From an optimization exercise on the open Yosys and OpenROAD flow, aimed at small area, a short achievable clock period and few clock cycles; shortcuts taken in it are not production practice. The RTL was checked by simulation tests, not by an equivalence proof against the original design.

==> flow/design.v (outline; a module is shown in full before it is edited, if it fits) <==
// module dual_port_RAM_0: 14 lines
// module row_pass: 227 lines
// module col_pass: 236 lines
// module M2: 272 lines
module M2 (
	input  logic        Clock_50,
	input  logic        Resetn,
	input  logic [15:0] SRAM_read_data,
	input  logic        M2_start,
	output logic        SRAM_we_n,
	output logic        M2_done,
	output logic [15:0] SRAM_write_data,
	output logic [17:0] SRAM_address
);
  // ...
==> flow/flow/run.sh <==
#!/bin/bash
# The standard layout, with timing repair aiming at 8.1 ns of setup slack
# instead of 0.  The clock period and constraints are the standard flow's.
set -euo pipefail
bash standard.sh SETUP_SLACK_MARGIN=8.1 finish > standard.log 2>&1
==> flow/standard.sh <==
#!/bin/bash
# synth_recipe.tcl (not shown) runs the flow's synth.tcl, then flattens the netlist and writes it again
# the make line also repeats each setting of config.mk as NAME=value (left out here)
make -C /OpenROAD-flow-scripts/flow DESIGN_CONFIG=/design/flow/config.mk WORK_HOME=/design/flow/orfs CLKGATE_MAP_FILE= SYNTH_SCRIPT=/design/flow/synth_recipe.tcl "${@:-finish}"
==> flow/config.mk <==
export PLATFORM = sky130hd
export DESIGN_NAME = M2
export DESIGN_NICKNAME = M2
export VERILOG_FILES = /design/flow/design.v
export SDC_FILE = /design/flow/constraint.sdc
export NUM_CORES = 8
export LEC_CHECK = 0
export CAP_MARGIN = 20
export CORE_MARGIN = 2
export CORE_UTILIZATION = 40
export CTS_CLUSTER_DIAMETER = 70
export CTS_CLUSTER_SIZE = 30
export SLEW_MARGIN = 20
export SYNTH_MEMORY_MAX_BITS = 4096
==> flow/constraint.sdc <==
create_clock -name core_clock -period 12.0 [get_ports {Clock_50}]
set_input_delay 2.4000 -clock core_clock [delete_from_list [all_inputs] [get_ports {Clock_50}]]
set_output_delay 2.4000 -clock core_clock [all_outputs]
set_load 0.01 [all_outputs]
==> results_dict.tcl, run 1 <==
set metrics [dict create \
    outcome "finished clean" \
    grtUsageMet3 0.0251 \
    multi_input_area_share 0.419 \
    clock_latency_ps 940 \
    synthToLayoutAreaGrowth_pct 9.25 \
    final_area_um2 157000 \
    startpoint_type "flip-flop" \
    r2r_end "cpass.rb[1][31]" \
    final_common_cell "edfxtp_1" \
    yosysWarnings 26 \
    use_met2 0.342 \
    yosysTopAreaCellShare 0.333 \
    avgRoutedWirePerCell_um 24.4 \
    grt_max_degree 112 \
    reg_top3 "tbuf.mem: 1408 flops, stg: 176 flops" \
    nNonClkInverters 454 \
    hold_path_end "xr3[0]" \
    synth_area_leaders "edfxtp_1, dfxtp_1, fa_1" \
    yosys.area_share.simple 0.0667 \
    routed_wirelength_mm 377 \
    vias 84000 \
    met1_length_mm 163 \
    vias_per_cell 5.45 \
    cts_max_path_buffers 4 \
    hold_buffers 0 \
    synth_edf_count 1592 \
    setup_tns_ps 0 \
    route.detailed.drc 0 \
    top_layer "met5" \
    die_h_um 603 \
    pre_cts_ws_ps 6810 \
    synth_area_leader_cell "edfxtp_1" \
    dp_hpwl_mm 261 \
    synth-xor-area-share 0.0634 \
    grt_pass1_vias 86000 \
]
Testbench counts, summed over its fixed seeds: cycles 1,383,204.
==> run 2, diff against run 1 <==
--- a/flow/config.mk
+++ b/flow/config.mk
@@ -11,4 +11,5 @@
 export CTS_CLUSTER_DIAMETER = 70
 export CTS_CLUSTER_SIZE = 30
+export PLACE_DENSITY_LB_ADDON = 0.2
 export SLEW_MARGIN = 20
 export SYNTH_MEMORY_MAX_BITS = 4096
==> results_dict.tcl, run 2 <==
set metrics [dict create \
    timing.rr.start "wk[2]" \
    synth_edf_count 1592 \
    route.detailed.drc 0 \
    clock_latency_ps 940 \
    clkSinkCount 2935 \
    yosysMostFrequentCell "edfxtp_1" \
    final_common_cell "edfxtp_1" \
    grt.overflow.total 0 \
    final_area_um2 158000 \
    startpoint_type "flip-flop" \
    synth_common_cells "edfxtp_1, dfxtp_1, nor2_1" \
    io_buffers 54 \
    worstSetupPathDepth 1 \
    ys_seq_area_frac 0.525 \
    synthArstFlopShare 0.0443 \
    holdWs_ps 369 \
    cts_max_path_buffers 4 \
    first_pass_iters 9 \
    drv_cap 0 \
    r2r_end "waddr[16]" \
    finalNetCount 12000 \
    syn-num-nets 12100 \
    crit_family "flip-flops" \
    cp_cell_sequence "buf_2" \
    reg_top3 "tbuf.mem: 1408 flops, stg: 176 flops" \
    die_h_um 603 \
    hold_viol 0 \
    drt_iter0_markers 8290 \
    antenna_found_initial 14 \
    synth_area_leader_cell "edfxtp_1" \
    critPathKind "flip-flop to primary output" \
    synth_area_leaders "edfxtp_1, dfxtp_1, fa_1" \
    vias_per_cell 5.46 \
    grt_pass1_vias 87000 \
    die_w_um 603 \
    rrSetupSlack_ps 8150 \
    die_area_um2 364000 \
    max_slew.worst_pin.slew_ps 1220 \
    grt_usage 0.215 \
    ant_nets 0 \
    setup.worst_path.start "SRAM_address[17]" \
    final.min_clock_period_ps 3900 \
    slowest_delay_ps 440 \
    worstPathMaxFanout 1 \
    use_met2 0.361 \
    routed_wirelength_mm 394 \
    avgSynthCellArea_um2 13.5 \
    fin_util 0.442 \
    setup_tns_ps 0 \
    hold_buffers 0 \
    drive_above_1_share 0.147 \
    slew_headroom 0.186 \
    crit_slowest_cell "edfxtp_1" \
    r2r_cells 17 \
    use_met1 0.298 \
    cts-root-buf "clkbuf_16" \
    yosysWarnings 26 \
    top_usage_layer "met2" \
    mostFrequentLayoutCells "edfxtp_1, dfxtp_1, nor2_1" \
    syn_inst 10600 \
    period_share 0.325 \
    drv_slew 0 \
    rsz0062_at_grt "yes" \
    grt_max_degree 156 \
    dp_hpwl_mm 266 \
    crit_end "SRAM_address[17]" \
    initial_utilization 0.402 \
    skew_ps 74.5 \
    synth_cell_types 95 \
    regMostFlops "tbuf.mem" \
    cts_tree "done" \
    grtUsageMet3 0.0258 \
    place_area_um2 150000 \
    clk_pin_slew_worst_paths_ps 70 \
    h-tree-depth 4 \
    grt_pass1_wl_mm 584 \
    setup_violations 0 \
    synth_ff_type "edfxtp_1" \
    avgRoutedWirePerCell_um 25.4 \
    vias 84400 \
    cp_data_arrival_time_ps 1500 \
    cp_data_required_time_ps 9600 \
    yosysTopAreaCellShare 0.333 \
    gp_congestion 0.910 \
    min_path_type "flip-flop to flip-flop" \
    crit_path_end_kind "primary output" \
    cts_made_buffers 192 \
    synthToLayoutAreaGrowth_pct 9.94 \
    ios 55 \
    netlist_area_um2 143000 \
    ys_ff_latch 2935 \
    largest_register_ffs 1408 \
    min_from "cm2" \
    num_rows 219 \
    fmax_mhz 256 \
    crit_buf_inv 1 \
    core_um2 356000 \
    outcome "finished clean" \
    fillerInstances 31700 \
]
[run 2: cell counts after synthesis]
No cell type changed its count.
[run 2: worst min path at each step]
stage | to | slack, ps | cells past startpoint
6_report | col_odd | 370 | 0
5_1_grt | col_odd | 370 | 0
4_1_cts | col_odd | 370 | 0
3_5_place_dp | col_odd | 360 | 0
3_3_place_gp | col_odd | 350 | 0
2_1_floorplan | cm2 | 330 | 0
[run 2: area by class of cell]
type                    count  area [µm²]  area share
flip-flops and latches   2935       75500       0.479
inverters                 454        1710      0.0108
repair buffers            233        1970      0.0125
multi-input cells        6742       65600       0.416
well taps                4751        5940      0.0377
clock inverters           150        2030      0.0129
diodes                      4        10.0   0.0000635
clock buffers             207        4960      0.0315
[run 2: logic make-up (layout without fill, tap and decap cells)]
group	Yosys count	in the layout	share of synthesized area
flip-flops	2935	2935	0.525
AO/OA/AOI/OAI	1464	1464	0.0661
other	0	4	0
buffers and inverters	947	1044	0.0248
AND/OR/NAND/NOR	2096	2097	0.0667
XOR/XNOR	1038	1038	0.0634
multiplexers	709	709	0.0916
adder cells (fa/ha/maj)	1434	1434	0.162
[run 2: metal layers]
| layer | part of all wire | routed length, µm | up-vias |
|---|---|---|---|
| met5 | 0 | 0 | - |
| met4 | 0.027 | 10600 | 0 |
| met3 | 0.059 | 23000 | 521 |
| met2 | 0.48 | 189000 | 2765 |
| met1 | 0.43 | 171000 | 43500 |
| li1 | - | - | 37600 |
[run 2: timing repair]
| action | CTS | global route |
|---|---|---|
| gates cloned | 3 | 1 |
| pin swaps | 19 | 41 |
| setup endpoints to repair | 197 | 134 |
| gates resized for setup | 239 | 105 |
| buffers inserted | 21 | 12 |
[run 2: metrics by stage]
step | cells | setup slack (ps)
final | 15500 | 8100
after global routing | 15500 | 7920
after CTS | 15500 | 8000
after detailed placement | 15100 | 6960
after global placement | 15100 | 6830
after floorplan | 10600 | 8160
==> run 3, diff against run 2 <==
==> flow/flow/run.sh (replaced) <==
#!/bin/bash
# The standard layout, with timing repair aiming at 8.2 ns of setup slack
# instead of 0.  The clock period and constraints are the standard flow's.
set -euo pipefail
bash standard.sh SETUP_SLACK_MARGIN=8.2 finish > standard.log 2>&1
--- a/flow/config.mk
+++ b/flow/config.mk
@@ -11,5 +11,4 @@
 export CTS_CLUSTER_DIAMETER = 70
 export CTS_CLUSTER_SIZE = 30
-export PLACE_DENSITY_LB_ADDON = 0.2
 export SLEW_MARGIN = 20
 export SYNTH_MEMORY_MAX_BITS = 4096
==> results_dict.tcl, run 3 <==
set metrics [dict create \
    regMostFlops "tbuf.mem" \
    startpoint_type "flip-flop" \
    outcome "finished clean" \
    vias 83900 \
    setup_violations 0 \
    drv_cap 0 \
    reg_top3 "tbuf.mem: 1408 flops, stg: 176 flops" \
    fmax_mhz 253 \
    synth_area_leaders "edfxtp_1, dfxtp_1, fa_1" \
    clkSinkCount 2935 \
    ys_seq_area_frac 0.525 \
    final.min_clock_period_ps 3950 \
    avgRoutedWirePerCell_um 24.5 \
    worstPathMaxFanout 1 \
    cp_data_arrival_time_ps 1550 \
    grt.overflow.total 0 \
    syn-num-nets 12100 \
    period_share 0.329 \
    mostFrequentLayoutCells "edfxtp_1, dfxtp_1, nor2_1" \
    synth_cell_types 95 \
    io_buffers 54 \
    crit_buf_inv 1 \
    grt_usage 0.207 \
    drv_slew 0 \
    grt_max_degree 187 \
    die_h_um 603 \
    grt_pass1_vias 86100 \
    route.detailed.drc 0 \
    synth_ff_type "edfxtp_1" \
    dp_hpwl_mm 259 \
    vias_per_cell 5.43 \
    cts_tree "done" \
    final_common_cell "edfxtp_1" \
    yosysTopAreaCellShare 0.333 \
    synthArstFlopShare 0.0443 \
    num_rows 219 \
    die_area_um2 364000 \
    slew_headroom 0.215 \
    fillerInstances 31600 \
    cp_cell_sequence "buf_2" \
    holdWs_ps 376 \
    max_slew.worst_pin.slew_ps 1180 \
    cts_max_path_buffers 4 \
    h-tree-depth 4 \
    yosysWarnings 26 \
    netlist_area_um2 143000 \
    slowest_delay_ps 460 \
    synthToLayoutAreaGrowth_pct 9.88 \
    drt_iter0_markers 8309 \
    die_w_um 603 \
    critPathKind "flip-flop to primary output" \
    min_path_type "flip-flop to flip-flop" \
    finalNetCount 12000 \
    clk_pin_slew_worst_paths_ps 110 \
    synth_area_leader_cell "edfxtp_1" \
    ios 55 \
    cts_made_buffers 174 \
    initial_utilization 0.402 \
    drive_above_1_share 0.150 \
    ant_nets 0 \
    syn_inst 10600 \
    gp_congestion 0.924 \
    cts-root-buf "clkbuf_16" \
    hold_viol 0 \
    clock_latency_ps 940 \
    setup_ws_ps 8050 \
    rsz0062_at_grt "yes" \
    skew_ps 71.5 \
    crit_slowest_cell "edfxtp_1" \
    grt_pass1_wl_mm 564 \
    ys_ff_latch 2935 \
    cp_data_required_time_ps 9600 \
    synth_common_cells "edfxtp_1, dfxtp_1, nor2_1" \
    avgSynthCellArea_um2 13.5 \
    crit_path_end_kind "primary output" \
    core_um2 356000 \
    largest_register_ffs 1408 \
    crit_family "flip-flops" \
    setup_tns_ps 0 \
    first_pass_iters 9 \
    antenna_found_initial 21 \
    pre_cts_ws_ps 6970 \
    routed_wirelength_mm 379 \
    synth_edf_count 1592 \
    yosysMostFrequentCell "edfxtp_1" \
]
## run 3: kinds of logic after synthesis
| kind of cell | after synthesis | share of synthesized area |
|---|---|---|
| adder cells (fa/ha/maj) | 1434 | 0.162 |
| multiplexers | 709 | 0.0916 |
| AND/OR/NAND/NOR | 2096 | 0.0667 |
| flip-flops | 2935 | 0.525 |
| AO/OA/AOI/OAI | 1464 | 0.0661 |
| buffers and inverters | 947 | 0.0248 |
| XOR/XNOR | 1038 | 0.0634 |
## run 3: layout make-up
cell class                 instances  area, µm²  area share
sequential                      2935      75500       0.479
timing repair buffer             251       2130      0.0135
multi-input combinational       6741      65900       0.418
clock inverter                   125       1860      0.0118
inverter                         454       1710      0.0108
antenna                           11       27.5    0.000175
tap                             4751       5940      0.0377
clock buffer                     191       4620      0.0293
## run 3: worst paths after layout
path | from | endpoint | slack (ps) | cells past startpoint
worst max register to register | cpass.rb[0][5] | cpass.rb[1][31] | 8190 | 13
min in group asynchronous | Resetn | rowb[12] | 1550 | 1
worst max-delay path | SRAM_write_data[15] | SRAM_write_data[15] | 8050 | 1
max in group asynchronous | Resetn | row_end | 9040 | 2
worst min-delay path | cm1 | cm2 | 380 | 0
worst min register to register | cm1 | cm2 | 380 | 0
## run 3: per-layer routing
layer  vias up  share of wire  GRT usage
met5         -       0.000071          0
met4         4          0.028     0.0528
met3       529          0.058     0.0243
met2      2679           0.48      0.344
met1     43100           0.44      0.287
li1      37600              -          -
## run 3: stage by stage
step	cell area (µm²)	utilization	instances
2_1_floorplan	143000	-	10600
3_3_place_gp	150000	0.420	15100
3_5_place_dp	150000	0.420	15100
4_1_cts	157000	0.440	15400
5_1_grt	158000	0.442	15400
6_report	158000	0.442	15500
## run 3: repair_timing
item	4_1_cts	5_1_grt
hold buffers	0	0
buffers inserted	28	28
endpoints found under the setup margin	183	135
pin swaps	29	67
gates resized for setup	274	130
cloned	2	0
## run 3: worst reg2reg max path, stage by stage, from the launching register on
cell and delay (ps):
dfxtp_2 340, fa_1 580, ha_4 220, o21a_1 200, o21a_4 220, a2111oi_4 470
o21a_4 250, nor4_4 70, o41a_1 480, a31oi_4 290, o21bai_4 110, o31ai_4 230
xnor2_1 140, nand2b_1 70
==> run 4, diff against run 3 <==
--- a/flow/config.mk
+++ b/flow/config.mk
@@ -8,5 +8,5 @@
 export CAP_MARGIN = 20
 export CORE_MARGIN = 2
-export CORE_UTILIZATION = 40
+export CORE_UTILIZATION = 50
 export CTS_CLUSTER_DIAMETER = 70
 export CTS_CLUSTER_SIZE = 30
==> results_dict.tcl, run 4 <==
set metrics [dict create \
    clk_pin_slew_worst_paths_ps 100 \
    gp_congestion 0.915 \
    syn-num-nets 12100 \
    yosysTopAreaCellShare 0.333 \
    synthToLayoutAreaGrowth_pct 8.72 \
    cp_data_required_time_ps 9600 \
    crit_end "SRAM_address[0]" \
    synth_edf_count 1592 \
    die_w_um 540 \
    synth-compound-area-share 0.0661 \
    drv_cap 0 \
    setup_tns_ps 0 \
    syn_inst 10600 \
    worstPathMaxFanout 1 \
    numPlacedInstances 14100 \
    final_common_cell "edfxtp_1" \
    synth_area_leaders "edfxtp_1, dfxtp_1, fa_1" \
    yosys.area_share.simple 0.0667 \
    ant_nets 0 \
    setup.worst_path.start "SRAM_address[0]" \
    synth-xor-area-share 0.0634 \
    dp_hpwl_mm 261 \
    clkSinkCount 2935 \
    fillerInstances 23300 \
    synth_fa_ha_area_frac 0.162 \
    vias_per_cell 5.83 \
    cp_data_arrival_time_ps 1540 \
    clock_latency_ps 910 \
    skew_ps 60.2 \
    setup_violations 0 \
    synth_mux_area_frac 0.0916 \
    grt.overflow.total 0 \
    hold_buffers 0 \
    crit_buf_inv 1 \
    final.min_clock_period_ps 3940 \
    fmax_mhz 254 \
    cts_tree "done" \
    antenna_found_initial 22 \
    ys_ff_latch 2935 \
    timing.rr.start "cpass.rb[0][5]" \
    synthArstFlopShare 0.0443 \
    r2r_cells 14 \
    rrSetupSlack_ps 8220 \
    synth_ff_type "edfxtp_1" \
    max_slew.worst_pin.slew_ps 1110 \
    grt_pass1_wl_mm 573 \
    slowest_delay_ps 490 \
    core_um2 285000 \
    seqCellArea_um2 75500 \
    synth_top_family_by_area "adder cells" \
    vias 84200 \
    grt_max_degree 191 \
    regMostFlops "tbuf.mem" \
    multiInputGateArea_um2 65800 \
    fin_cells 14500 \
    avgSynthCellArea_um2 13.5 \
    die_h_um 540 \
    yosysWarnings 26 \
    routed_wirelength_mm 384 \
    drive_above_1_share 0.148 \
    crit_path_end_kind "primary output" \
    worstSetupPathDepth 1 \
    synth_cell_types 95 \
    grt_usage 0.264 \
    cts-root-buf "clkbuf_16" \
    ios 55 \
    largest_register_ffs 1408 \
    drt_iter0_markers 8015 \
    reg_top3 "tbuf.mem: 1408 flops, stg: 176 flops" \
    critPathKind "flip-flop to primary output" \
    netlist_area_um2 143000 \
    route.detailed.drc 0 \
    avgRoutedWirePerCell_um 26.6 \
    h-tree-depth 4 \
    cts_max_path_buffers 4 \
    drv_slew 0 \
    crit_family "flip-flops" \
    outcome "finished clean" \
    die_area_um2 291000 \
    slew_headroom 0.259 \
    startpoint_type "flip-flop" \
    period_share 0.328 \
    min_path_type "flip-flop to flip-flop" \
    cp_cell_sequence "buf_6" \
    hold_viol 0 \
    synth_common_cells "edfxtp_1, dfxtp_1, nor2_1" \
    initial_utilization 0.503 \
    mostFrequentLayoutCells "edfxtp_1, dfxtp_1, nor2_1" \
    num_rows 196 \
    grt_pass1_vias 86400 \
    r2r_end "cpass.rb[1][31]" \
    synth_area_leader_cell "edfxtp_1" \
    yosysMostFrequentCell "edfxtp_1" \
    first_pass_iters 6 \
    ys_seq_area_frac 0.525 \
    finalNetCount 12000 \
    crit_slowest_cell "edfxtp_1" \
    io_buffers 54 \
    cts_made_buffers 173 \
    rsz0062_at_grt "yes" \
]
==> run 4: cells by family (layout without fill, tap and decap cells) <==
kind of cell               count (synthesis)  in the layout
and+or+nand+nor                         2096           2096
xor gates and xnor gates                1038           1038
muxes                                    709            709
DFF                                     2935           2935
adders and majority gates               1434           1434
AOI/OAI and AO/OA                       1464           1464
buffers and inverters                    947           1011
other                                      0              3
==> run 4: area by class of cell <==
class / instances / share of cell area
clock inverters: 123 / 0.0108
repair buffers: 238 / 0.0127
diodes: 3 / 0.0000481
flip-flops and latches: 2935 / 0.484
multi-input cells: 6741 / 0.422
well taps: 3762 / 0.0302
inverters: 454 / 0.0110
clock buffers: 196 / 0.0294
==> run 4: worst min path at each step <==
| stage | start | end | cells past startpoint |
|---|---|---|---|
| floorplan | cm1 | cm2 | 0 |
| global placement | cv1 | cv2 | 0 |
| detailed placement | cv1 | cv2 | 0 |
| CTS | cv1 | cv2 | 0 |
| global route | cv1 | cv2 | 0 |
| finish | cv1 | cv2 | 0 |
==> run 4: timing repair <==
action                                  CTS  global route
pin swaps                                24            67
endpoints found under the setup margin  216           151
gates cloned                              2             0
buffers inserted                         24            21
resized for setup                       275           112
==> run 4: routing by layer <==
metal | global-route usage | vias to the layer above | wire, µm
li1 | - | 37600 | -
met1 | 0.366 | 43300 | 164000
met2 | 0.436 | 2777 | 185000
met3 | 0.0284 | 573 | 22400
met4 | 0.0847 | 6 | 13500
met5 | 0 | - | 45
==> run 4: stage by stage <==
stage	setup WS (ps)	utilization	hold WS (ps)	cell area (µm²)
6_report	8060	0.547	359	156000
3_3_place_gp	7210	0.520	337	148000
2_1_floorplan	8270	-	331	143000
3_5_place_dp	7190	0.520	335	148000
4_1_cts	7970	0.544	363	155000
5_1_grt	8000	0.547	372	156000
==> run 5, diff against run 4 <==
--- a/flow/config.mk
+++ b/flow/config.mk
@@ -8,7 +8,7 @@
 export CAP_MARGIN = 20
 export CORE_MARGIN = 2
-export CORE_UTILIZATION = 50
-export CTS_CLUSTER_DIAMETER = 70
-export CTS_CLUSTER_SIZE = 30
+export CORE_UTILIZATION = 40
+export CTS_CLUSTER_DIAMETER = 50
+export CTS_CLUSTER_SIZE = 20
 export SLEW_MARGIN = 20
 export SYNTH_MEMORY_MAX_BITS = 4096
==> results_dict.tcl, run 5 <==
set metrics [dict create \
    outcome "finished clean" \
    worstSetupPathDepth 1 \
    max_slew.worst_pin.slew_ps 1130 \
    avgSynthCellArea_um2 13.5 \
    cp_data_required_time_ps 9600 \
    h-tree-depth 5 \
    die_area_um2 364000 \
    largest_register_ffs 1408 \
    netlist_area_um2 143000 \
    syn_inst 10600 \
    synth_area_leaders "edfxtp_1, dfxtp_1, fa_1" \
    drv_slew 0 \
    pre_cts_ws_ps 6970 \
    yosysTopAreaCellShare 0.333 \
    routed_wirelength_mm 384 \
    cp_data_arrival_time_ps 1540 \
    holdWs_ps 356 \
    hold_viol 0 \
    route.detailed.drc 0 \
    slowest_delay_ps 440 \
    drv_cap 0 \
    grt_max_degree 187 \
    setup_ws_ps 8060 \
    grt_pass1_wl_mm 571 \
    synth_cell_types 95 \
    synth_edf_count 1592 \
    vias 85100 \
    crit_family "flip-flops" \
    dp_hpwl_mm 259 \
    drt_iter0_markers 8443 \
    num_rows 219 \
    slew_headroom 0.249 \
    drive_above_1_share 0.171 \
    grt_pass1_vias 87900 \
    period_share 0.328 \
    final.min_clock_period_ps 3940 \
    hold_buffers 0 \
    clkSinkCount 2935 \
    ys_seq_area_frac 0.525 \
    setup.worst_path.start "SRAM_write_data[15]" \
    cp_cell_sequence "buf_2" \
    die_h_um 603 \
    core_um2 356000 \
    r2r_end "cpass.rb[1][31]" \
    clock_latency_ps 970 \
    rrSetupSlack_ps 8230 \
    setup_violations 0 \
    crit_end "SRAM_write_data[15]" \
    finalNetCount 12200 \
    min_path_type "flip-flop to flip-flop" \
    avgRoutedWirePerCell_um 24.3 \
    antenna_found_initial 22 \
    crit_path_end_kind "primary output" \
    ant_nets 0 \
    final_common_cell "edfxtp_1" \
    fmax_mhz 254 \
    r2r_cells 13 \
    syn-num-nets 12100 \
    io_buffers 54 \
    fin_util 0.458 \
    grt_usage 0.209 \
    startpoint_type "flip-flop" \
    timing.rr.start "cpass.rb[0][5]" \
    cts_tree "done" \
    cts_made_buffers 343 \
    worstPathMaxFanout 1 \
    clk_pin_slew_worst_paths_ps 60 \
    synthToLayoutAreaGrowth_pct 13.8 \
    mostFrequentLayoutCells "edfxtp_1, dfxtp_1, nor2_1" \
    grt.overflow.total 0 \
    setup_tns_ps 0 \
    cts-root-buf "clkbuf_16" \
    initial_utilization 0.402 \
    crit_slowest_cell "edfxtp_1" \
    ys_ff_latch 2935 \
    crit_buf_inv 1 \
    synth_common_cells "edfxtp_1, dfxtp_1, nor2_1" \
    regMostFlops "tbuf.mem" \
    die_w_um 603 \
    critPathKind "flip-flop to primary output" \
    cts_max_path_buffers 4 \
    yosysWarnings 26 \
    synthArstFlopShare 0.0443 \
    reg_top3 "tbuf.mem: 1408 flops, stg: 176 flops" \
    rsz0062_at_grt "yes" \
    vias_per_cell 5.39 \
    ios 55 \
    first_pass_iters 6 \
    synth_ff_type "edfxtp_1" \
    synth_area_leader_cell "edfxtp_1" \
    skew_ps 74.9 \
    yosysMostFrequentCell "edfxtp_1" \
    gp_congestion 0.924 \
]
-- run 5: cell counts after synthesis --
Identical to the previous run, type by type.
-- run 5: final cells by class --
type / count / area (µm²)
diodes: 7 / 17.5
clock buffers: 392 / 9120
clock inverters: 250 / 2950
fillers: 31100 / 193000
inverters: 454 / 1710
multi-input cells: 6741 / 65900
flip-flops and latches: 2935 / 75500
well taps: 4751 / 5940
repair buffers: 249 / 2110
-- run 5: worst min-delay path by stage --
stage | start | endpoint | slack [ps] | depth (start not counted)
after global routing | xr[0] | xr3[0] | 370 | 0
final | xr[0] | xr3[0] | 360 | 0
after detailed placement | cm1 | cm2 | 350 | 0
after global placement | cm1 | cm2 | 350 | 0
after floorplan | cm1 | cm2 | 330 | 0
after CTS | xr[0] | xr3[0] | 360 | 0
-- run 5: metrics by stage --
| stage | cells | cell area, µm² |
|---|---|---|
| 2_1_floorplan | 10600 | 143000 |
| 3_3_place_gp | 15100 | 150000 |
| 6_report | 15800 | 163000 |
| 3_5_place_dp | 15100 | 150000 |
| 5_1_grt | 15800 | 163000 |
| 4_1_cts | 15700 | 162000 |
-- run 5: logic make-up after synthesis --
group / Yosys count / share of synthesized area
multiplexers: 709 / 0.0916
XOR/XNOR: 1038 / 0.0634
buffers and inverters: 947 / 0.0248
AND/OR/NAND/NOR: 2096 / 0.0667
AO/OA/AOI/OAI: 1464 / 0.0661
adder cells (fa/ha/maj): 1434 / 0.162
flip-flops: 2935 / 0.525
-- run 5: what timing repair did --
| item | CTS | global route |
|---|---|---|
| buffers inserted | 27 | 27 |
| endpoints found under the setup margin | 188 | 138 |
| pin swaps | 27 | 59 |
| resized for setup | 272 | 115 |
| cloned | 2 | 0 |
-- run 5: routing by layer --
layer / wire, µm / vias up / global-route usage
li1: - / 38200 / -
met1: 167000 / 43400 / 0.288
met2: 182000 / 2876 / 0.345
met3: 24000 / 602 / 0.0298
met4: 10500 / 4 / 0.0568
met5: 27 / - / 0
==> run 6, diff against run 5 <==
==> flow/flow/run.sh (replaced) <==
#!/bin/bash
# The standard layout, with timing repair aiming at 8.25 ns of setup slack
# instead of 0.  The clock period and constraints are the standard flow's.
set -euo pipefail
bash standard.sh SETUP_SLACK_MARGIN=8.25 finish > standard.log 2>&1
--- a/flow/config.mk
+++ b/flow/config.mk
@@ -8,7 +8,7 @@
 export CAP_MARGIN = 20
 export CORE_MARGIN = 2
-export CORE_UTILIZATION = 40
-export CTS_CLUSTER_DIAMETER = 50
-export CTS_CLUSTER_SIZE = 20
+export CORE_UTILIZATION = 45
+export CTS_CLUSTER_DIAMETER = 70
+export CTS_CLUSTER_SIZE = 30
 export SLEW_MARGIN = 20
 export SYNTH_MEMORY_MAX_BITS = 4096
==> results_dict.tcl, run 6 <==
set metrics [dict create \
    clock_latency_ps 930 \
    netlist_area_um2 143000 \
    ios 55 \
    regMostFlops "tbuf.mem" \
    ys_ff_latch 2935 \
    period_share 0.323 \
    avgRoutedWirePerCell_um 25.8 \
    vias_per_cell 5.67 \
    fmax_mhz 258 \
    io_buffers 54 \
    crit_buf_inv 1 \
    synth_area_leaders "edfxtp_1, dfxtp_1, fa_1" \
    gp_congestion 0.932 \
    synthToLayoutAreaGrowth_pct 9.35 \
    yosysTopAreaCellShare 0.333 \
    die_w_um 569 \
    cts_made_buffers 172 \
    ys_seq_area_frac 0.525 \
    num_rows 207 \
    synth_edf_count 1592 \
    syn-num-nets 12100 \
    routed_wirelength_mm 384 \
    numPlacedInstances 14500 \
    fin_cells 14900 \
    antenna_found_initial 19 \
    setup_tns_ps 0 \
    cts_max_path_buffers 4 \
    setup_violations 0 \
    crit_path_end_kind "primary output" \
    max_slew.worst_pin.slew_ps 1150 \
    largest_register_ffs 1408 \
    yosysWarnings 26 \
    clk_pin_slew_worst_paths_ps 90 \
    drv_cap 0 \
    synth_cell_types 95 \
    cp_data_arrival_time_ps 1480 \
    synth_area_leader_cell "edfxtp_1" \
    route.detailed.drc 0 \
    cp_data_required_time_ps 9600 \
    crit_slowest_cell "edfxtp_1" \
    grt_pass1_vias 86700 \
    synthArstFlopShare 0.0443 \
    reg_top3 "tbuf.mem: 1408 flops, stg: 176 flops" \
    avgSynthCellArea_um2 13.5 \
    drive_above_1_share 0.153 \
    slowest_delay_ps 450 \
    grt.overflow.total 0 \
    h-tree-depth 4 \
    mostFrequentLayoutCells "edfxtp_1, dfxtp_1, nor2_1" \
    yosysMostFrequentCell "edfxtp_1" \
    core_um2 318000 \
    finalNetCount 12000 \
    worstPathMaxFanout 1 \
    grt_usage 0.237 \
    holdWs_ps 362 \
    synth_ff_type "edfxtp_1" \
    initial_utilization 0.452 \
    rsz0062_at_grt "yes" \
    startpoint_type "flip-flop" \
    outcome "finished clean" \
    cts_tree "done" \
    crit_family "flip-flops" \
    dp_hpwl_mm 262 \
    drt_iter0_markers 8359 \
    slew_headroom 0.234 \
    vias 84400 \
    ant_nets 0 \
    syn_inst 10600 \
    drv_slew 0 \
    min_path_type "flip-flop to flip-flop" \
    hold_viol 0 \
    first_pass_iters 6 \
    grt_pass1_wl_mm 571 \
    synth_common_cells "edfxtp_1, dfxtp_1, nor2_1" \
    clkSinkCount 2935 \
    final.min_clock_period_ps 3880 \
    skew_ps 75.7 \
    die_area_um2 323000 \
    die_h_um 569 \
    critPathKind "flip-flop to primary output" \
    grt_max_degree 190 \
    cp_cell_sequence "buf_2" \
    final_common_cell "edfxtp_1" \
    cts-root-buf "clkbuf_16" \
]
==> run 6: stage by stage <==
step           area, µm²  utilization  setup slack, ps
2_1_floorplan     143000            -             8270
3_3_place_gp      149000        0.469             6980
3_5_place_dp      149000        0.469             7240
4_1_cts           156000        0.491             8040
5_1_grt           157000        0.494             8060
6_report          157000        0.494             8120
==> run 6: final timing paths <==
check | slack, ps | cells after the start | to | startpoint
max reg2reg | 8250 | 12 | cpass.rb[1][31] | cpass.rb[0][17]
min in group asynchronous | 1570 | 1 | rowb[12] | Resetn
max | 8120 | 1 | SRAM_address[4] | SRAM_address[4]
min reg2reg | 360 | 0 | cv2 | cv1
min | 360 | 0 | cv2 | cv1
max in group asynchronous | 9120 | 2 | cp_addr[3] | Resetn
==> run 6: what timing repair did <==
action,CTS,global route
gates resized for setup,289,150
setup endpoints to repair,306,146
pin swaps,34,99
hold buffers,0,0
gates cloned,3,0
buffers inserted,27,34
==> run 6: final cells by class <==
| cell class | count | area, µm² |
|---|---|---|
| fill | 27100 | 161000 |
| sequential | 2935 | 75500 |
| multi-input combinational | 6742 | 66000 |
| tap | 4180 | 5230 |
| clock buffer | 199 | 4650 |
| timing repair buffer | 258 | 2170 |
| inverter | 454 | 1710 |
| clock inverter | 113 | 1640 |
| antenna | 3 | 7.51 |
==> run 6: cell families (layout without fill, tap and decap cells) <==
group / after synthesis / after routing / synth area share
fa+ha+maj: 1434 / 1434 / 0.162
compound gates: 1464 / 1464 / 0.0661
simple gates: 2096 / 2097 / 0.0667
other cells: 0 / 3 / 0
xor+xnor: 1038 / 1038 / 0.0634
buf+inv: 947 / 1024 / 0.0248
flops: 2935 / 2935 / 0.525
mux: 709 / 709 / 0.0916
==> run 6: routing by layer <==
layer / track usage / part of all wire
met5: 0 / 0.000070
met4: 0.0651 / 0.030
met3: 0.0253 / 0.059
met2: 0.399 / 0.49
met1: 0.326 / 0.42
==> run 7, diff against run 6 <==
==> flow/flow/run.sh (replaced) <==
#!/bin/bash
# The standard layout, with timing repair aiming at 8.15 ns of setup slack
# instead of 0.  The clock period and constraints are the standard flow's.
set -euo pipefail
bash standard.sh SETUP_SLACK_MARGIN=8.15 finish > standard.log 2>&1
--- a/flow/config.mk
+++ b/flow/config.mk
@@ -8,5 +8,5 @@
 export CAP_MARGIN = 20
 export CORE_MARGIN = 2
-export CORE_UTILIZATION = 45
+export CORE_UTILIZATION = 42
 export CTS_CLUSTER_DIAMETER = 70
 export CTS_CLUSTER_SIZE = 30
==> results_dict.tcl, run 7 <==
set metrics [dict create \
    gp_congestion 0.915 \
    largest_register_ffs 1408 \
    place_area_um2 149000 \
    syn_inst 10600 \
    dp_hpwl_mm 260 \
    antenna_found_initial 30 \
    grt.overflow.total 0 \
    fillerInstances 29700 \
    drive_above_1_share 0.148 \
    holdWs_ps 356 \
    synthToLayoutAreaGrowth_pct 9.39 \
    crit_family "flip-flops" \
    hold_buffers 0 \
    clk_pin_slew_worst_paths_ps 100 \
    numPlacedInstances 14900 \
    synth_common_cells "edfxtp_1, dfxtp_1, nor2_1" \
    setup_tns_ps 0 \
    mostFrequentLayoutCells "edfxtp_1, dfxtp_1, nor2_1" \
    cts_max_path_buffers 4 \
    drv_slew 0 \
    worstSetupPathDepth 1 \
    regMostFlops "tbuf.mem" \
    route.detailed.drc 0 \
    core_um2 340000 \
    skew_ps 57.4 \
    crit_buf_inv 1 \
    crit_slowest_cell "edfxtp_1" \
    max_slew.worst_pin.slew_ps 1130 \
    die_area_um2 346000 \
    ios 55 \
    crit_path_end_kind "primary output" \
    clkSinkCount 2935 \
    grt_pass1_wl_mm 565 \
    critPathKind "flip-flop to primary output" \
    die_h_um 588 \
    cp_data_arrival_time_ps 1600 \
    cp_data_required_time_ps 9600 \
    cp_cell_sequence "buf_6" \
    vias 83700 \
    slowest_delay_ps 490 \
    fin_cells 15200 \
    cts-root-buf "clkbuf_16" \
    setup.worst_path.start "SRAM_address[0]" \
    netlist_area_um2 143000 \
    grt_max_degree 189 \
    ant_nets 0 \
    final_area_um2 157000 \
    first_pass_iters 6 \
    min_path_type "flip-flop to flip-flop" \
    yosysTopAreaCellShare 0.333 \
    avgRoutedWirePerCell_um 24.9 \
    num_rows 214 \
    yosysWarnings 26 \
    syn-num-nets 12100 \
    synth_cell_types 95 \
    drt_iter0_markers 7829 \
    fmax_mhz 250 \
    final.min_clock_period_ps 4000 \
    final_common_cell "edfxtp_1" \
    crit_end "SRAM_address[0]" \
    ys_ff_latch 2935 \
    reg_top3 "tbuf.mem: 1408 flops, stg: 176 flops" \
    r2r_end "cpass.rb[1][31]" \
    ys_seq_area_frac 0.525 \
    slew_headroom 0.244 \
    startpoint_type "flip-flop" \
    synthArstFlopShare 0.0443 \
    avgSynthCellArea_um2 13.5 \
    worstPathMaxFanout 1 \
    timing.rr.start "cpass.rb[0][5]" \
    grt_usage 0.217 \
    grt_pass1_vias 86500 \
    initial_utilization 0.422 \
    vias_per_cell 5.49 \
    die_w_um 588 \
    synth_area_leader_cell "edfxtp_1" \
    period_share 0.333 \
    io_buffers 54 \
    routed_wirelength_mm 379 \
    drv_cap 0 \
    rrSetupSlack_ps 8270 \
    cts_tree "done" \
    rsz0062_at_grt "yes" \
    h-tree-depth 4 \
    r2r_cells 13 \
    hold_depth 0 \
    synth_area_leaders "edfxtp_1, dfxtp_1, fa_1" \
    synth_ff_type "edfxtp_1" \
    yosysMostFrequentCell "edfxtp_1" \
    hold_viol 0 \
    outcome "finished clean" \
    finalNetCount 12000 \
    synth_edf_count 1592 \
    clock_latency_ps 950 \
    setup_violations 0 \
    cts_made_buffers 173 \
]
==> run 7: layer usage <==
metal	part of all wire	track usage
met1	0.43	0.301
met2	0.47	0.358
met3	0.061	0.0271
met4	0.033	0.0667
met5	0.000071	0
==> run 7: worst min-delay path by stage <==
stage               start  end  slack (ps)
finish                cm1  cm2         360
global placement      cm1  cm2         340
global route          cv1  cv2         380
floorplan             cm1  cm2         330
detailed placement    cm1  cm2         340
CTS                   cm1  cm2         360
==> run 7: what timing repair did <==
item	4_1_cts	5_1_grt
buffers inserted	26	29
pin swaps	23	53
cloned	1	0
gates resized for setup	255	124
setup endpoints to repair	193	185
==> run 7: final cells by class <==
type	count	area [µm²]	share of cell area
clock inverter	118	1700	0.0108
multi-input combinational	6741	65700	0.418
inverter	454	1710	0.0109
timing repair buffer	257	2130	0.0136
antenna	8	20.0	0.000128
tap	4536	5680	0.0362
sequential	2935	75500	0.481
clock buffer	196	4570	0.0291
==> run 7: metrics by stage <==
stage / setup slack, ps / util
finish: 8000 / 0.462
CTS: 7940 / 0.459
global placement: 7110 / 0.439
global route: 7960 / 0.462
floorplan: 8160 / -
detailed placement: 7150 / 0.439
==> run 7: logic make-up after synthesis <==
family,after synthesis,synth area share
muxes,709,0.0916
AOI/OAI and AO/OA,1464,0.0661
adders and majority gates,1434,0.162
DFF,2935,0.525
buffers and inverters,947,0.0248
and+or+nand+nor,2096,0.0667
xor gates and xnor gates,1038,0.0634
==> run 8, diff against run 7 <==
--- a/flow/config.mk
+++ b/flow/config.mk
@@ -8,5 +8,5 @@
 export CAP_MARGIN = 20
 export CORE_MARGIN = 2
-export CORE_UTILIZATION = 42
+export CORE_UTILIZATION = 45
 export CTS_CLUSTER_DIAMETER = 70
 export CTS_CLUSTER_SIZE = 30
==> results_dict.tcl, run 8 <==
set metrics [dict create \
    regMostFlops "tbuf.mem" \
    routed_wirelength_mm 378 \
    ios 55 \
    skew_ps 74.9 \
    die_area_um2 323000 \
    yosysTopAreaCellShare 0.333 \
    drv_cap 0 \
    setup_ws_ps 8140 \
    grt_usage 0.233 \
    grt_pass1_vias 86200 \
    drive_above_1_share 0.146 \
    critPathKind "flip-flop to primary output" \
    grt_max_degree 173 \
    ant_nets 0 \
    synth_common_cells "edfxtp_1, dfxtp_1, nor2_1" \
    crit_family "flip-flops" \
    min_from "cv1" \
    grt_pass1_wl_mm 563 \
    slew_headroom 0.264 \
    cp_cell_sequence "buf_6" \
    cts-root-buf "clkbuf_16" \
    yosysWarnings 26 \
    mostFrequentLayoutCells "edfxtp_1, dfxtp_1, nor2_1" \
    cp_data_arrival_time_ps 1460 \
    drt_iter0_markers 7986 \
    clkSinkCount 2935 \
    max_slew.worst_pin.slew_ps 1100 \
    synth_edf_count 1592 \
    hold_viol 0 \
    fmax_mhz 259 \
    gp_congestion 0.931 \
    cp_data_required_time_ps 9600 \
    rrSetupSlack_ps 8250 \
    crit_path_end_kind "primary output" \
    core_um2 318000 \
    crit_slowest_cell "edfxtp_1" \
    yosysMostFrequentCell "edfxtp_1" \
    initial_utilization 0.452 \
    place_area_um2 149000 \
    fin_util 0.492 \
    crit_buf_inv 1 \
    num_rows 207 \
    antenna_found_initial 19 \
    hold_path_end "cv2" \
    drv_slew 0 \
    rsz0062_at_grt "yes" \
    synth_cell_types 95 \
    setup_tns_ps 0 \
    startpoint_type "flip-flop" \
    synthToLayoutAreaGrowth_pct 8.98 \
    synth_area_leaders "edfxtp_1, dfxtp_1, fa_1" \
    ys_seq_area_frac 0.525 \
    hold_depth 0 \
    cts_made_buffers 171 \
    h-tree-depth 4 \
    route.detailed.drc 0 \
    period_share 0.322 \
    largest_register_ffs 1408 \
    pre_cts_ws_ps 7040 \
    synthArstFlopShare 0.0443 \
    die_w_um 569 \
    clk_pin_slew_worst_paths_ps 100 \
    netlist_area_um2 143000 \
    r2r_cells 14 \
    io_buffers 54 \
    clock_latency_ps 890 \
    r2r_end "cpass.rb[1][31]" \
    first_pass_iters 8 \
    ys_ff_latch 2935 \
    outcome "finished clean" \
    vias 84000 \
    cts_tree "done" \
    final_area_um2 156000 \
    die_h_um 569 \
    min_path_type "flip-flop to flip-flop" \
    worstPathMaxFanout 1 \
    finalNetCount 12000 \
    synth_area_leader_cell "edfxtp_1" \
    avgSynthCellArea_um2 13.5 \
    syn_inst 10600 \
    timing.rr.start "cpass.rb[0][5]" \
    final.min_clock_period_ps 3860 \
    avgRoutedWirePerCell_um 25.4 \
    reg_top3 "tbuf.mem: 1408 flops, stg: 176 flops" \
    final_common_cell "edfxtp_1" \
    cts_max_path_buffers 4 \
    grt.overflow.total 0 \
    vias_per_cell 5.65 \
    dp_hpwl_mm 260 \
    synth_ff_type "edfxtp_1" \
    syn-num-nets 12100 \
    slowest_delay_ps 440 \
    setup_violations 0 \
]
run 8: cell count changes in the layout (fill, tap and decap cells not counted), moves of 7 or more:
cell and change:
inv_12 +11, clkinv_8 +10, bufinv_16 -8, buf_6 -7
run 8: layer usage:
metal / wire length [µm] / track usage
met3: 22600 / 0.0245
met2: 182000 / 0.388
met4: 10600 / 0.0614
met1: 162000 / 0.325
met5: 17 / 0
run 8: cell type report:
cell class	count	area [µm²]
fillers	27200	161000
repair buffers	246	2070
well taps	4180	5230
clock inverters	125	1770
inverters	454	1710
multi-input cells	6741	65700
diodes	10	25.0
clock buffers	184	4390
flip-flops and latches	2935	75500
run 8: cells by family (layout without fill, tap and decap cells):
family,Yosys count,after routing,synth area share
DFF,2935,2935,0.525
buffers and inverters,947,1009,0.0248
adders and majority gates,1434,1434,0.162
AOI/OAI and AO/OA,1464,1464,0.0661
muxes,709,709,0.0916
xor gates and xnor gates,1038,1038,0.0634
other,0,10,0
and+or+nand+nor,2096,2096,0.0667
run 8: worst max-delay path by stage:
stage | startpoint | end | slack [ps] | depth (start not counted)
final | SRAM_address[3] | SRAM_address[3] | 8140 | 1
after global routing | wpl[1] | waddr[16] | 7930 | 22
after CTS | SRAM_address[4] | SRAM_address[4] | 8060 | 1
after detailed placement | wk[2] | waddr[15] | 7040 | 16
after global placement | wk[2] | waddr[15] | 6980 | 16
after floorplan | rpl[0] | rowb[14] | 8160 | 18
run 8: repair_timing:
action	4_1_cts	5_1_grt
hold buffers	0	0
cloned	0	1
hold endpoints to repair	0	0
pin swaps	26	51
gates resized for setup	258	116
endpoints found under the setup margin	176	113
setup buffers	22	18
run 8: stage by stage:
stage               instances  hold WS (ps)
finish                  14900           357
global route            14900           369
CTS                     14800           359
detailed placement      14500           336
global placement        14500           338
floorplan               10600           331
==> run 9, diff against run 8 <==
--- a/flow/config.mk
+++ b/flow/config.mk
@@ -9,6 +9,6 @@
 export CORE_MARGIN = 2
 export CORE_UTILIZATION = 45
-export CTS_CLUSTER_DIAMETER = 70
-export CTS_CLUSTER_SIZE = 30
+export CTS_CLUSTER_DIAMETER = 60
+export CTS_CLUSTER_SIZE = 35
 export SLEW_MARGIN = 20
 export SYNTH_MEMORY_MAX_BITS = 4096
==> results_dict.tcl, run 9 <==
set metrics [dict create \
    ys_ff_latch 2935 \
    cts-root-buf "clkbuf_16" \
    mostFrequentLayoutCells "edfxtp_1, dfxtp_1, nor2_1" \
    avgSynthCellArea_um2 13.5 \
    grt_pass1_wl_mm 566 \
    vias_per_cell 5.62 \
    drive_above_1_share 0.155 \
    synth_common_cells "edfxtp_1, dfxtp_1, nor2_1" \
    setup_ws_ps 8100 \
    clk_pin_slew_worst_paths_ps 90 \
    synth_area_leader_cell "edfxtp_1" \
    netlist_area_um2 143000 \
    grt.overflow.total 0 \
    grt_pass1_vias 86800 \
    ios 55 \
    initial_utilization 0.452 \
    yosysWarnings 26 \
    clock_latency_ps 980 \
    min_path_type "flip-flop to flip-flop" \
    cp_cell_sequence "buf_2" \
    met1_length_mm 164 \
    pre_cts_ws_ps 7040 \
    finalNetCount 12100 \
    rrSetupSlack_ps 8190 \
    crit_buf_inv 1 \
    synth_area_leaders "edfxtp_1, dfxtp_1, fa_1" \
    worstPathMaxFanout 1 \
    final_common_cell "edfxtp_1" \
    final.min_clock_period_ps 3900 \
    crit_slowest_cell "edfxtp_1" \
    skew_ps 104 \
    yosysMostFrequentCell "edfxtp_1" \
    synth_edf_count 1592 \
    route.detailed.drc 0 \
    drt_iter0_markers 7931 \
    grt_max_degree 173 \
    yosysTopAreaCellShare 0.333 \
    fmax_mhz 256 \
    vias 84300 \
    h-tree-depth 4 \
    critPathKind "flip-flop to primary output" \
    clkSinkCount 2935 \
    syn_inst 10600 \
    r2r_cells 13 \
    synth_ff_type "edfxtp_1" \
    largest_register_ffs 1408 \
    slew_headroom 0.214 \
    gp_congestion 0.931 \
    syn-num-nets 12100 \
    io_buffers 54 \
    max_slew.worst_pin.slew_ps 1180 \
    wl_met3_mm 21.9 \
    cts_made_buffers 229 \
    die_h_um 569 \
    synth_cell_types 95 \
    setup.worst_path.start "SRAM_address[4]" \
    grt_usage 0.234 \
    cts_tree "done" \
    die_area_um2 323000 \
    startpoint_type "flip-flop" \
    dp_hpwl_mm 260 \
    antenna_found_initial 21 \
    setup_tns_ps 0 \
    synthToLayoutAreaGrowth_pct 10.5 \
    hold_viol 0 \
    outcome "finished clean" \
    die_w_um 569 \
    crit_path_end_kind "primary output" \
    first_pass_iters 8 \
    worstSetupPathDepth 1 \
    slowest_delay_ps 430 \
    cp_data_required_time_ps 9600 \
    avgRoutedWirePerCell_um 25.3 \
    rsz0062_at_grt "yes" \
    crit_family "flip-flops" \
    cp_data_arrival_time_ps 1500 \
    synthArstFlopShare 0.0443 \
    core_um2 318000 \
    timing.rr.start "rpass.rb[2][9]" \
    setup_violations 0 \
    routed_wirelength_mm 379 \
    regMostFlops "tbuf.mem" \
    drv_slew 0 \
    cts_max_path_buffers 4 \
    top_layer "met5" \
    reg_top3 "tbuf.mem: 1408 flops, stg: 176 flops" \
    ant_nets 0 \
    period_share 0.325 \
    ys_seq_area_frac 0.525 \
    met2WireLength_mm 181 \
    num_rows 207 \
    crit_end "SRAM_address[4]" \
    r2r_end "rpass.rb[0][28]" \
    drv_cap 0 \
]
==> run 9: cell counts after synthesis <==
Identical to the previous run, type by type.
==> run 9: layout make-up <==
cell class                      count  area [µm²]
Timing Repair Buffer              244        2030
Inverter                          454        1710
Sequential cell                  2935       75500
Clock inverter                    181        2440
Antenna cell                       12        30.0
Tap cell                         4180        5230
Clock buffer                      250        6040
Fill cell                       27000      159000
Multi-Input combinational cell   6741       65600
==> run 9: layer usage <==
layer	vias to the layer above	global-route usage
li1	37800	-
met1	43400	0.324
met2	2608	0.389
met3	526	0.0268
met4	4	0.0651
met5	-	0
==> run 9: kinds of logic (layout without fill, tap and decap cells) <==
logic type               Yosys count  count (layout)  synth area share
multiplexers                     709             709            0.0916
adder cells (fa/ha/maj)         1434            1434             0.162
AO/OA/AOI/OAI                   1464            1464            0.0661
other                              0              12                 0
XOR/XNOR                        1038            1038            0.0634
AND/OR/NAND/NOR                 2096            2096            0.0667
flip-flops                      2935            2935             0.525
buffers and inverters            947            1129            0.0248
==> run 9: worst min-delay path by stage <==
stage	start	end	slack, ps	cells past startpoint
2_1_floorplan	cm1	cm2	330	0
3_3_place_gp	cv1	cv2	340	0
3_5_place_dp	cv1	cv2	340	0
4_1_cts	cv1	cv2	360	0
5_1_grt	xr[15]	xr2[15]	360	0
6_report	cv1	cv2	350	0
==> run 9: timing repair <==
action | 4_1_cts | 5_1_grt
gates resized for setup | 252 | 101
setup buffers | 21 | 18
hold buffers | 0 | 0
setup endpoints to repair | 171 | 126
pin swaps | 21 | 43
cloned | 0 | 0
==> run 9: through the flow <==
| step | std cells | utilization | hold WS, ps | cell area [µm²] |
|---|---|---|---|---|
| after detailed placement | 14500 | 0.469 | 336 | 149000 |
| final | 15000 | 0.499 | 353 | 159000 |
| after global routing | 15000 | 0.499 | 360 | 159000 |
| after floorplan | 10600 | - | 331 | 143000 |
| after global placement | 14500 | 0.469 | 338 | 149000 |
| after CTS | 15000 | 0.497 | 356 | 158000 |

## re-timing with driven ports
The results above use ideal ports. As a check the final layouts listed here were re-extracted and re-timed, cells and wires unchanged.
Step 1 assumes that a clkbuf_16 drives the clock port and a buf_2 every other input.
Step 2 adds t to the input delays and takes it off the output delays; t is the mean of the earliest and latest rising clock arrival at the registers after step 1. Input paths then give back, and output paths get back, about the clock's delay inside the block.
a / b / c = no drivers / after step 1 / after step 2; a / b = the first two.
| run | t, ns | slack for setup (ns) | slew at the worst register clock pin (ns) |
|---|---|---|---|
| run 1 | 0.995 | 8.094 / 7.989 / 8.089 | 0.12 / 0.12 |
| run 2 | 1.015 | 8.101 / 7.999 / 8.130 | 0.11 / 0.11 |
| run 3 | 1.005 | 8.048 / 7.947 / 8.090 | 0.11 / 0.11 |
| run 4 | 0.973 | 8.059 / 7.966 / 7.955 | 0.12 / 0.12 |
| run 5 | 1.038 | 8.060 / 7.958 / 8.131 | 0.08 / 0.08 |
| run 6 | 0.984 | 8.123 / 8.027 / 8.181 | 0.11 / 0.11 |
| run 7 | 1.014 | 8.004 / 7.908 / 8.100 | 0.11 / 0.11 |
| run 8 | 0.966 | 8.138 / 8.043 / 8.249 | 0.11 / 0.11 |
| run 9 | 1.016 | 8.100 / 7.999 / 8.190 | 0.11 / 0.11 |
After both steps every run listed still meets setup and hold. For run 4, which loses most, drivers alone change the setup slack by -0.093 ns; drivers and shift together by -0.104 ns. Setup slack includes reset recovery checks.
